Source: an optimization exercise on an open RTL-to-GDS flow (aim: small area, a short achievable clock period and few clock cycles per item). Production flows keep margins and buffers that such runs may drop. Where RTL was checked, it was by simulation tests only, not by an equivalence proof against the original.

Design requant_top, start of the top module:
module requant_top (
    input  wire        clk,
    input  wire        rst,
    input  wire [31:0] in_A_tdata,
    input  wire        in_A_tlast,
    input  wire        in_A_tvalid,
    output wire        in_A_tready,
    input  wire [31:0] in_bias_tdata,
    input  wire        in_bias_tlast,
    input  wire        in_bias_tvalid,
    output wire        in_bias_tready,
    input  wire [31:0] in_m_tdata,
    input  wire        in_m_tlast,
    input  wire        in_m_tvalid,
    output wire        in_m_tready,
    input  wire [7:0]  in_e_tdata,
    input  wire        in_e_tlast,
    input  wire        in_e_tvalid,
    output wire        in_e_tready,
    output wire [7:0]  out_D_tdata,
    output wire        out_D_tlast,
    output wire        out_D_tvalid,
    input  wire        out_D_tready
);
requant #(
    .D_W      (8),
    .D_W_ACC  (32),
    .OUT_BITS (8),
    .CLIP     (1)
) requant_QKV (
    .clk            (clk),
    .rst            (rst),
    .in_A_tdata     (in_A_tdata),
    .in_A_tlast     (in_A_tlast),
    .in_A_tvalid    (in_A_tvalid),
    .in_A_tready    (in_A_tready),
    .in_bias_tdata  (in_bias_tdata),
    .in_bias_tlast  (in_bias_tlast),
    .in_bias_tvalid (in_bias_tvalid),
    .in_bias_tready (in_bias_tready),
    .in_m_tdata     (in_m_tdata),
    .in_m_tlast     (in_m_tlast),
    .in_m_tvalid    (in_m_tvalid),
  ...
Settings: LEC_CHECK=0, ABC_CLOCK_PERIOD_IN_PS=3500, CAP_MARGIN=20, CORE_MARGIN=2, CORE_UTILIZATION=40, SETUP_SLACK_MARGIN=5, SLEW_MARGIN=20; clock period 9.0 ns.
run.sh (not shown) runs the stock make flow with config.mk's settings and CLKGATE_MAP_FILE= SYNTH_SCRIPT=/design/flow/synth_recipe.tcl, a recipe that flattens the netlist after the stock synthesis.
==> next run, changes <==
Settings changed: ABC_CLOCK_PERIOD_IN_PS 3500 to not set, SETUP_SLACK_MARGIN 5 to not set.
Result: The new run completed with no timing, DRC or antenna violations; first-iteration DRC count goes down by 1.9%; cell area shrinks by 1.1%; synthesized area does not change; cell count stays flat; worst hold slack hardly moves; via count came out higher by 0.34%; die area does not change; wire length is about the same.
Function was not checked in any run of this note: the RTL went through the layout flow alone.

## wip/zinc
requant_top, a different RTL version from the one above (not shown whole).
Size: about 4100 cells after synthesis, ~130 I/O pins.
Settings: LEC_CHECK=0, CAP_MARGIN=20, CORE_MARGIN=2, CORE_UTILIZATION=65, SETUP_SLACK_MARGIN=5, SLEW_MARGIN=20; clock period 9.0 ns.
standard.sh (not shown) runs the stock make flow with config.mk's settings and CLKGATE_MAP_FILE= SYNTH_SCRIPT=/design/flow/synth_recipe.tcl, a recipe that flattens the netlist after the stock synthesis.
==> flow/flow/run.sh <==
#!/bin/bash
set -euo pipefail
MARGIN=5.6
EXTRA="'BUFFER_PORTS_ARGS=-buffer_cell sky130_fd_sc_hd__buf_2'"
sed -e "s/SETUP_SLACK_MARGIN=[-0-9.]*/SETUP_SLACK_MARGIN=${MARGIN}/" \
    -e "s|\"\${@:-finish}\"|${EXTRA} \"\${@:-finish}\"|" standard.sh > standard_mod.sh
grep -q "SETUP_SLACK_MARGIN=${MARGIN}" standard_mod.sh
grep -q "BUFFER_PORTS_ARGS" standard_mod.sh
bash standard_mod.sh synth > flow_synth.log 2>&1
RES="$PWD/orfs/results/${FLOW_PLATFORM:-sky130hd}/requant_top/base"
cp "$RES/1_synth.odb" "$RES/1_synth_std.odb"
openroad -python -exit flow/fa_polarity.py "$RES/1_synth_std.odb" "$RES/1_synth.odb" > fa_polarity.log 2>&1
touch "$RES/1_synth.sdc"
bash standard_mod.sh > flow_make.log 2>&1
Other scripts of this flow, unchanged in this note and not shown: flow/flow/fa_polarity.py
The final layout from wip/zinc, which completed every stage, passed the timing, design-rule and antenna checks at the end of the flow.
Testbench counts of wip/zinc, summed over its fixed seeds: cycles 8,056, items 8,000.
Inputs modified between wip/zinc and wip/ember:
# wip/zinc
export LEC_CHECK = 0
export CAP_MARGIN = 20
export CORE_MARGIN = 2
export CORE_UTILIZATION = 65
export SETUP_SLACK_MARGIN = 5
export SLEW_MARGIN = 20
create_clock -name core_clock -period 9.0 [get_ports {clk}]
# wip/ember
export LEC_CHECK = 0
export CAP_MARGIN = 20
export CORE_MARGIN = 2
export CORE_UTILIZATION = 65
export CTS_BUF_LIST = sky130_fd_sc_hd__clkbuf_8
export CTS_CLUSTER_SIZE = 30
export SETUP_SLACK_MARGIN = 5
export SLEW_MARGIN = 20
create_clock -name core_clock -period 9.0 [get_ports {clk}]
Results
Number of antenna cells inserted came out higher on wip/ember than on wip/zinc.
Area of the mapped netlist: wip/zinc vs wip/ember identical
Summary of the comparison: number of antenna violations at the first check in global routing is higher in wip/ember, relative to wip/zinc.
wip/ember: post-layout minimum cycle time is 0.034 ns higher than what wip/zinc reported.
The utilization of wip/ember and that of wip/zinc are within noise of each other.
wip/ember vs wip/zinc, sum of met2 wire segment lengths after detailed routing went up by 1.5%.
On routed wire length per instance, wip/zinc and wip/ember are basically level.
The area of the multi-input gates on wip/ember is in line with that on wip/zinc.
Compared wip/ember vs wip/zinc, and first-pass GRT wire length is up in wip/ember.
> inputs changed (wip/ember -> wip/violet)
# wip/ember
export LEC_CHECK = 0
export CAP_MARGIN = 20
export CORE_MARGIN = 2
export CORE_UTILIZATION = 65
export CTS_BUF_LIST = sky130_fd_sc_hd__clkbuf_8
export CTS_CLUSTER_SIZE = 30
export SETUP_SLACK_MARGIN = 5
export SLEW_MARGIN = 20
create_clock -name core_clock -period 9.0 [get_ports {clk}]
# wip/violet
export LEC_CHECK = 0
export CAP_MARGIN = 20
export CORE_MARGIN = 2
export CORE_UTILIZATION = 40
export SETUP_SLACK_MARGIN = 5
export SLEW_MARGIN = 20
create_clock -name core_clock -period 9.0 [get_ports {clk}]
Results
- [compare] base=wip/ember new=wip/violet: count of clock tree sinks about even; post-route clock skew dropped 0.0059 ns; final routed wirelength across all metal layers now sits lower.
- Changes observed in wip/violet relative to wip/ember: number of standard cells in the layout, taps in and fillers out has increased, total of plain and repair buffers excluding clock buffers has decreased, final area has increased.
- Min critical path depth across wip/violet and wip/ember: wip/ember
- For the DRC marker count from the first detailed-route iteration, wip/violet came in 1240 lower than wip/ember did.
Modified inputs, wip/indigo compared to wip/violet
# wip/violet
export LEC_CHECK = 0
export CAP_MARGIN = 20
export CORE_MARGIN = 2
export CORE_UTILIZATION = 40
export SETUP_SLACK_MARGIN = 5
export SLEW_MARGIN = 20
create_clock -name core_clock -period 9.0 [get_ports {clk}]
# wip/indigo
export LEC_CHECK = 0
export ABC_AREA = 1
export CAP_MARGIN = 20
export CORE_MARGIN = 2
export CORE_UTILIZATION = 65
export SETUP_SLACK_MARGIN = 5
export SLEW_MARGIN = 20
create_clock -name core_clock -period 9.0 [get_ports {clk}]
==> comparison <==
- wip/indigo against wip/violet: area of all placed cells without fillers saw a decrease; first-pass GRT wire length has increased.
- In summary, wip/indigo completed successfully, with a layout that passed the timing, design-rule and antenna checks.
- In summary, wip/violet completed successfully, with a layout that passed the timing, design-rule and antenna checks.
- Compared to wip/violet, wip/indigo shows a narrower setup margin.
- Number of global-route vias before repair: wip/indigo vs wip/violet up about 7%
- Initial standard-cell utilization of the core (wip/indigo over wip/violet): increase, 26 points
- Diff wip/violet -> wip/indigo | gate count of the mapped netlist | up by more than 10%
- Commonest non-fill, non-tap cell in the layout: nand2_1 -> wip/indigo, a22oi_1 -> wip/violet
- [wip/indigo vs wip/violet] global-route usage: higher in wip/indigo

05-05:
Another version of the RTL of requant_top (not shown whole).
Size: ~4500 cells after synthesis, ~660 flip-flops, about 46000 um^2 of cells after synthesis.
==> flow/config.mk <==
export PLATFORM = sky130hd
export DESIGN_NAME = requant_top
export DESIGN_NICKNAME = requant_top
export VERILOG_FILES = /design/flow/design.v
export SDC_FILE = /design/flow/constraint.sdc
export NUM_CORES = 4
export LEC_CHECK = 0
export CAP_MARGIN = 20
export CORE_MARGIN = 2
export CORE_UTILIZATION = 40
export SETUP_SLACK_MARGIN = 5
export SLEW_MARGIN = 20
==> flow/constraint.sdc <==
create_clock -name core_clock -period 9.0 [get_ports {clk}]
set_input_delay 1.8000 -clock core_clock [delete_from_list [all_inputs] [get_ports {clk}]]
set_output_delay 1.8000 -clock core_clock [all_outputs]
set_load 0.01 [all_outputs]
run.sh (not shown) runs the stock make flow with config.mk's settings and CLKGATE_MAP_FILE= SYNTH_SCRIPT=/design/flow/synth_recipe.tcl, a recipe that flattens the netlist after the stock synthesis.
Stock flow here: none of the scripts above is used.
Testbench counts of 05-05, summed over its fixed seeds: cycles 8,056, items 8,000.
Relative to 05-05, the following input files were edited for 08-12:
==> flow/flow/run.sh (new file) <==
#!/bin/bash
set -euo pipefail
MARGIN=${MARGIN:-5.9}
sed "s/SETUP_SLACK_MARGIN=[-0-9.]*/SETUP_SLACK_MARGIN=${MARGIN}/" standard.sh > standard_margin.sh
grep -q "SETUP_SLACK_MARGIN=${MARGIN}" standard_margin.sh
bash standard_margin.sh > flow_make.log 2>&1
==> flow/standard.sh (new file) <==
#!/bin/bash
# synth_recipe.tcl (not shown) runs the flow's synth.tcl, then flattens the netlist and writes it again
# the make line also repeats each setting of config.mk as NAME=value (left out here)
make -C /OpenROAD-flow-scripts/flow DESIGN_CONFIG=/design/flow/config.mk WORK_HOME=/design/flow/orfs CLKGATE_MAP_FILE= SYNTH_SCRIPT=/design/flow/synth_recipe.tcl "${@:-finish}"
removed: flow/run.sh
- Compared with 05-05, 08-12 shows a higher slack of the critical path.
- 08-12 vs 05-05: met2 global-route usage up in 08-12
- 08-12 vs 05-05, period utilization went down by 6.2 points.
- In 08-12, the time the final worst path needs with I/O delays and setup came out 560 ps below the value in 05-05.
- 08-12 vs 05-05, instance count: 08-12 higher
- Standard cell with the maximum stage delay on the critical path: sky130_fd_sc_hd__fa_2 -> 08-12, sky130_fd_sc_hd__dfxtp_1 -> 05-05

==> static timing again, ports no longer ideal <==
No port has a modelled driver above. Below, the same layouts with a new extraction and two added sets of constraints. Step 1: set_driving_cell puts a clkbuf_16 on clk and a buf_2 on each other input, an assumption about the parent block. Step 2, shift: input delay + t, output delay - t, t = (earliest + latest rising clock arrival at the registers) / 2. This alone moves slack from input paths to output paths. Slacks: ideal / step 1 / step 2; pairs: ideal / step 1.
run	t, ns	setup WS [ns]	hold slack, ns	worst register clock-pin slew, ns
the first run of note 1	0.701	5.148 / 5.148 / 4.610	0.320 / 0.320 / 0.320	0.07 / 0.07
the second run of note 1	0.703	4.364 / 4.364 / 4.364	0.322 / 0.322 / 0.322	0.07 / 0.07
wip/zinc	0.691	5.626 / 5.617 / 5.392	0.324 / 0.324 / 0.324	0.07 / 0.07
wip/ember	0.811	5.592 / 5.592 / 5.378	0.325 / 0.325 / 0.325	0.07 / 0.07
wip/violet	0.740	5.625 / 5.625 / 5.477	0.321 / 0.321 / 0.321	0.06 / 0.06
wip/indigo	0.706	5.611 / 5.611 / 5.525	0.324 / 0.324 / 0.324	0.07 / 0.07
05-05	0.730	5.111 / 5.111 / 4.713	0.325 / 0.325 / 0.325	0.07 / 0.07
08-12	0.734	5.674 / 5.674 / 5.360	0.309 / 0.309 / 0.309	0.07 / 0.07
After both steps setup and hold are still met in every run listed. The setup slack of the first run of note 1, which loses most, moves by 0.000 ns with the drivers and by -0.538 ns with both steps.
